From an optimization exercise on the open Yosys and OpenROAD flow, aimed at small area; shortcuts taken in it are not production practice. RTL that was checked went through simulation tests only; none was proved equivalent to the original. Power and IR drop assume default switching activity.

==> flow/design.v <==
module clock_cell_dffr(
	input wire ck,
	input wire rn,
	input wire d,
	output wire out
);
reg out_reg;
assign out = out_reg;
always @(posedge ck or negedge rn)
begin
	if(!rn)
		out_reg <= 1'b0;
	else
		out_reg <= d;
end
endmodule
module clock_logic_cross_sync_0(
	input  wire clock,
	input  wire resetn,
	input  wire data_in,
	output wire data_out
);
wire data_metastable;
clock_cell_dffr clock_domain_cross_sync(
	.ck(clock),
	.rn(resetn),
	.d(data_in),
	.out(data_metastable)
);
clock_cell_dffr meta_stable_remover(
	.ck(clock),
	.rn(resetn),
	.d(data_metastable),
	.out(data_out)
);
endmodule
module clock_logic_delay_chain_0(
	input  wire clock,
	input  wire resetn,
	input  wire data_in,
	output wire data_delay_1,
	output wire data_delay_2,
	output wire data_delay_3,
	output wire data_delay_4
);
reg [4:1] delay;
assign data_delay_1 = delay[1];
assign data_delay_2 = delay[2];
assign data_delay_3 = delay[3];
assign data_delay_4 = delay[4];
always @(posedge clock or negedge resetn)
begin
	if(~resetn)
		delay <= 4'b0;
	else
		delay <= {delay[3:1], data_in};
end
endmodule
module clock_route_control_div(
	input  wire clock,
	input  wire async_resetn,
	input  wire async_enable,
	output  reg async_enable_ack,
	input  wire async_update,
	output wire async_update_ack,
	input  wire [7:0] mfi,
	input  wire [7:0] mfn,
	input  wire [7:0] mfd,
	output wire control_path_data0_or_gate,
	output wire control_path_data1_and_gate
);
reg en_s1, enable, up_s1, update, update_prev;
reg [7:0] mfi_int, mfn_int, mfd_int;
reg [7:0] remainder;
reg remainder_overflow;
reg counter_in_1;
reg data1_clk, pre_data0_clk;
reg [7:0] ratio_samp;
genvar i;
wire update_edge = update & ~update_prev;
assign async_update_ack = update_prev;
reg [7:0] count;
wire [7:0] cnt = count;
wire [7:0] addend = mfn_int & {8{counter_in_1}};
wire [8:0] ca;
wire [7:0] sum;
assign ca[0] = 1'b0;
wire [8:0] cs;
wire [7:0] diff;
assign cs[0] = 1'b1;
generate for (i = 0; i < 8; i = i + 1) begin : g_acc
	assign sum[i] = remainder[i] ^ addend[i] ^ ca[i];
	assign ca[i+1] = (remainder[i] & addend[i]) | (ca[i] & (remainder[i] ^ addend[i]));
	assign diff[i] = sum[i] ^ ~mfd_int[i] ^ cs[i];
	assign cs[i+1] = (sum[i] & ~mfd_int[i]) | (cs[i] & (sum[i] ^ ~mfd_int[i]));
end endgenerate
wire gt = cs[8] & (|diff);
wire take = counter_in_1 & gt;
wire [7:0] rem_next = take ? diff : sum;
wire [8:0] ci;
wire [7:0] podf;
assign ci[0] = remainder_overflow;
generate for (i = 0; i < 8; i = i + 1) begin : g_podf
	assign podf[i] = mfi_int[i] ^ ci[i];
	assign ci[i+1] = mfi_int[i] & ci[i];
end endgenerate
wire podf_is_1 = (mfi_int[7:1] == 7'd0) & (mfi_int[0] ^ remainder_overflow);
wire load = podf_is_1 | (async_enable_ack & counter_in_1 & enable);
wire [8:0] bd;
wire [7:0] cm1;
assign bd[0] = 1'b1;
generate for (i = 0; i < 8; i = i + 1) begin : g_dec
	assign cm1[i] = count[i] ^ bd[i];
	assign bd[i+1] = ~count[i] & bd[i];
end endgenerate
wire cnt_zero = bd[8];
wire [7:0] shortx = {1'b0, ratio_samp[7:1]};
wire [8:0] g1;
assign g1[0] = 1'b0;
generate for (i = 0; i < 8; i = i + 1) begin : g_cmp1
	assign g1[i+1] = (cnt[i] & ~shortx[i]) | (g1[i] & (cnt[i] | ~shortx[i]));
end endgenerate
wire d1_next = g1[8];
wire [8:0] g2;
assign g2[0] = 1'b0;
generate for (i = 0; i < 8; i = i + 1) begin : g_cmp2
	assign g2[i+1] = (cm1[i] & ~shortx[i]) | (g2[i] & (cm1[i] | ~shortx[i]));
end endgenerate
wire d0_next = ratio_samp[0] ? (g2[8] & ~cnt_zero) : g1[8];
always @(posedge clock or negedge async_resetn)
begin
	if (~async_resetn) begin
		en_s1 <= 1'b0; enable <= 1'b0;
		up_s1 <= 1'b0; update <= 1'b0; update_prev <= 1'b0;
		mfi_int <= 8'd0; mfn_int <= 8'd0; mfd_int <= 8'd0;
		remainder <= 8'd0; remainder_overflow <= 1'b0;
		async_enable_ack <= 1'b0;
		counter_in_1 <= 1'b1;
		count <= 8'd0;
		ratio_samp <= 8'd0;
		data1_clk <= 1'b0; pre_data0_clk <= 1'b0;
	end else begin
		en_s1 <= async_enable; enable <= en_s1;
		up_s1 <= async_update; update <= up_s1; update_prev <= update;
		if (update_edge) begin
			mfi_int <= mfi; mfn_int <= mfn; mfd_int <= mfd;
		end
		remainder <= update_edge ? 8'd0 : rem_next;
		if (counter_in_1) begin
			remainder_overflow <= gt;
			async_enable_ack <= enable;
			ratio_samp <= podf;
		end
		counter_in_1 <= podf_is_1 | (count == 8'd2) | ~async_enable_ack;
		count <= load ? podf : (cm1 & {8{async_enable_ack}});
		data1_clk <= d1_next;
		pre_data0_clk <= d0_next;
	end
end
assign control_path_data0_or_gate = pre_data0_clk;
assign control_path_data1_and_gate = data1_clk;
endmodule
Settings: LEC_CHECK=0, CAP_MARGIN=20, CORE_MARGIN=2, CORE_UTILIZATION=40, SLEW_MARGIN=20; clock period 5.0 ns.
standard.sh (not shown) runs the stock make flow with config.mk's settings and CLKGATE_MAP_FILE= SYNTH_SCRIPT=/design/flow/synth_recipe.tcl, a recipe that flattens the netlist after the stock synthesis.
==> flow/flow/run.sh <==
#!/bin/bash
# Standard synthesis and layout, with three changes to how the layout is made:
# the combinational logic is re-mapped for area before floorplanning
# (flow/restructure.tcl), port buffers use the smallest buffer, and the
# clock tree is built without dummy loads.
set -e
mkdir -p rmp_work
export PRE_FLOORPLAN_TCL=$PWD/flow/restructure.tcl
export BUFFER_PORTS_ARGS="-buffer_cell sky130_fd_sc_hd__buf_1"
export CTS_ARGS="-sink_clustering_enable -repair_clock_nets -dont_use_dummy_load -buf_list sky130_fd_sc_hd__clkbuf_4"
bash standard.sh > standard.log 2>&1
==> flow/flow/restructure.tcl <==
# PRE_FLOORPLAN hook: re-map the combinational logic of the standard
# synthesis netlist for area with OpenROAD's restructure (ABC). Registers,
# their names and cell types are left as synthesis made them.
set work [file dirname $::env(FLOW_OUT)]
set lib [lindex $::env(LIB_FILES) 0]
set_dont_use $::env(DONT_USE_CELLS)
report_design_area
restructure -target area -liberty_file $lib \
  -tielo_port sky130_fd_sc_hd__conb_1/LO -tiehi_port sky130_fd_sc_hd__conb_1/HI \
  -work_dir $work/rmp_work -abc_logfile $work/rmp_abc.log
report_design_area
==> next run, changes <==
--- a/flow/design.v
+++ b/flow/design.v
@@ -72,5 +72,5 @@
 reg en_s1, enable, up_s1, update, update_prev;
 reg [7:0] mfi_int, mfn_int, mfd_int;
-reg [7:0] remainder;
+reg [7:0] rem_n;   
 reg remainder_overflow;
 reg counter_in_1;
@@ -80,22 +80,23 @@
 wire update_edge = update & ~update_prev;
 assign async_update_ack = update_prev;
-reg [7:0] count;
-wire [7:0] cnt = count;
-wire [7:0] addend = mfn_int & {8{counter_in_1}};
+reg [7:0] count_n;   
+wire [7:0] cnt = ~count_n;
+wire [7:0] addend_n = ~(mfn_int & {8{counter_in_1}});
 wire [8:0] ca;
-wire [7:0] sum;
-assign ca[0] = 1'b0;
+wire [7:0] nsum;
+assign ca[0] = ~(remainder_overflow & counter_in_1);
 wire [8:0] cs;
-wire [7:0] diff;
+wire [7:0] ndm1;
 assign cs[0] = 1'b1;
 generate for (i = 0; i < 8; i = i + 1) begin : g_acc
-	assign sum[i] = remainder[i] ^ addend[i] ^ ca[i];
-	assign ca[i+1] = (remainder[i] & addend[i]) | (ca[i] & (remainder[i] ^ addend[i]));
-	assign diff[i] = sum[i] ^ ~mfd_int[i] ^ cs[i];
-	assign cs[i+1] = (sum[i] & ~mfd_int[i]) | (cs[i] & (sum[i] ^ ~mfd_int[i]));
+	assign nsum[i] = rem_n[i] ^ addend_n[i] ^ ca[i];
+	assign ca[i+1] = (rem_n[i] & addend_n[i]) | (ca[i] & (rem_n[i] ^ addend_n[i]));
+	assign ndm1[i] = nsum[i] ^ mfd_int[i] ^ cs[i];
+	assign cs[i+1] = (nsum[i] & mfd_int[i]) | (cs[i] & (nsum[i] ^ mfd_int[i]));
 end endgenerate
-wire gt = cs[8] & (|diff);
+wire gt = ~cs[8];
 wire take = counter_in_1 & gt;
-wire [7:0] rem_next = take ? diff : sum;
+wire [7:0] rem_next = take ? ndm1 : nsum;
+wire ovf_next = counter_in_1 ? gt : remainder_overflow;
 wire [8:0] ci;
 wire [7:0] podf;
@@ -108,10 +109,11 @@
 wire load = podf_is_1 | (async_enable_ack & counter_in_1 & enable);
 wire [8:0] bd;
-wire [7:0] cm1;
+wire [7:0] cm1_n;    
 assign bd[0] = 1'b1;
 generate for (i = 0; i < 8; i = i + 1) begin : g_dec
-	assign cm1[i] = count[i] ^ bd[i];
-	assign bd[i+1] = ~count[i] & bd[i];
+	assign cm1_n[i] = count_n[i] ^ bd[i];
+	assign bd[i+1] = count_n[i] & bd[i];
 end endgenerate
+wire [7:0] cm1 = ~cm1_n;
 wire cnt_zero = bd[8];
 wire [7:0] shortx = {1'b0, ratio_samp[7:1]};
@@ -134,8 +136,8 @@
 		up_s1 <= 1'b0; update <= 1'b0; update_prev <= 1'b0;
 		mfi_int <= 8'd0; mfn_int <= 8'd0; mfd_int <= 8'd0;
-		remainder <= 8'd0; remainder_overflow <= 1'b0;
+		rem_n <= 8'hff; remainder_overflow <= 1'b0;
 		async_enable_ack <= 1'b0;
 		counter_in_1 <= 1'b1;
-		count <= 8'd0;
+		count_n <= 8'hff;
 		ratio_samp <= 8'd0;
 		data1_clk <= 1'b0; pre_data0_clk <= 1'b0;
@@ -146,5 +148,5 @@
 			mfi_int <= mfi; mfn_int <= mfn; mfd_int <= mfd;
 		end
-		remainder <= update_edge ? 8'd0 : rem_next;
+		rem_n <= update_edge ? {8{~ovf_next}} : rem_next;
 		if (counter_in_1) begin
 			remainder_overflow <= gt;
@@ -152,6 +154,6 @@
 			ratio_samp <= podf;
 		end
-		counter_in_1 <= podf_is_1 | (count == 8'd2) | ~async_enable_ack;
-		count <= load ? podf : (cm1 & {8{async_enable_ack}});
+		counter_in_1 <= podf_is_1 | (count_n == 8'hfd) | ~async_enable_ack;
+		count_n <= load ? ~podf : (cm1_n | {8{~async_enable_ack}});
 		data1_clk <= d1_next;
 		pre_data0_clk <= d0_next;
Outcome:
- The new run passed the timing, DRC and antenna checks
- register-to-register slack gains 0.14 ns
- critical path depth rises by 3
- global-route usage rises by 0.69 points
- utilization falls by 0.11 points
- power rises by about 5%
- setup slack gains 0.14 ns
- clock skew rises by 0.0059 ns
- die area rises by about 1.4%
- final cell count rises by 4.2%
For the first run of this note, only the layout was checked, not whether the RTL still works.

-- what the ideal ports hide --
In the flow no input, the clock included, has a driving cell. The finished layouts below were timed again as built, in two steps. Step 1 (the two cells are an assumption about what drives the block):
set clk [get_ports {clock}]
set_driving_cell -lib_cell sky130_fd_sc_hd__clkbuf_16 $clk
set_driving_cell -lib_cell sky130_fd_sc_hd__buf_2 [delete_from_list [all_inputs] $clk]
Step 2 moves the port delays by t, midway between the first and last clock arrival at a register: inputs arrive t later, outputs are due t later. That takes back most of the time a late clock gives input paths. Slacks: ideal / step 1 / step 2; pairs: ideal / step 1.
| run | t (ns) | setup WS [ns] | cell pins on the clock port's net |
|---|---|---|---|
| the first run | 0.403 | 0.464 / 0.464 / 0.464 | 1 |
| the second run | 0.406 | 0.606 / 0.606 / 0.606 | 1 |
After both steps every run listed still meets setup and hold.
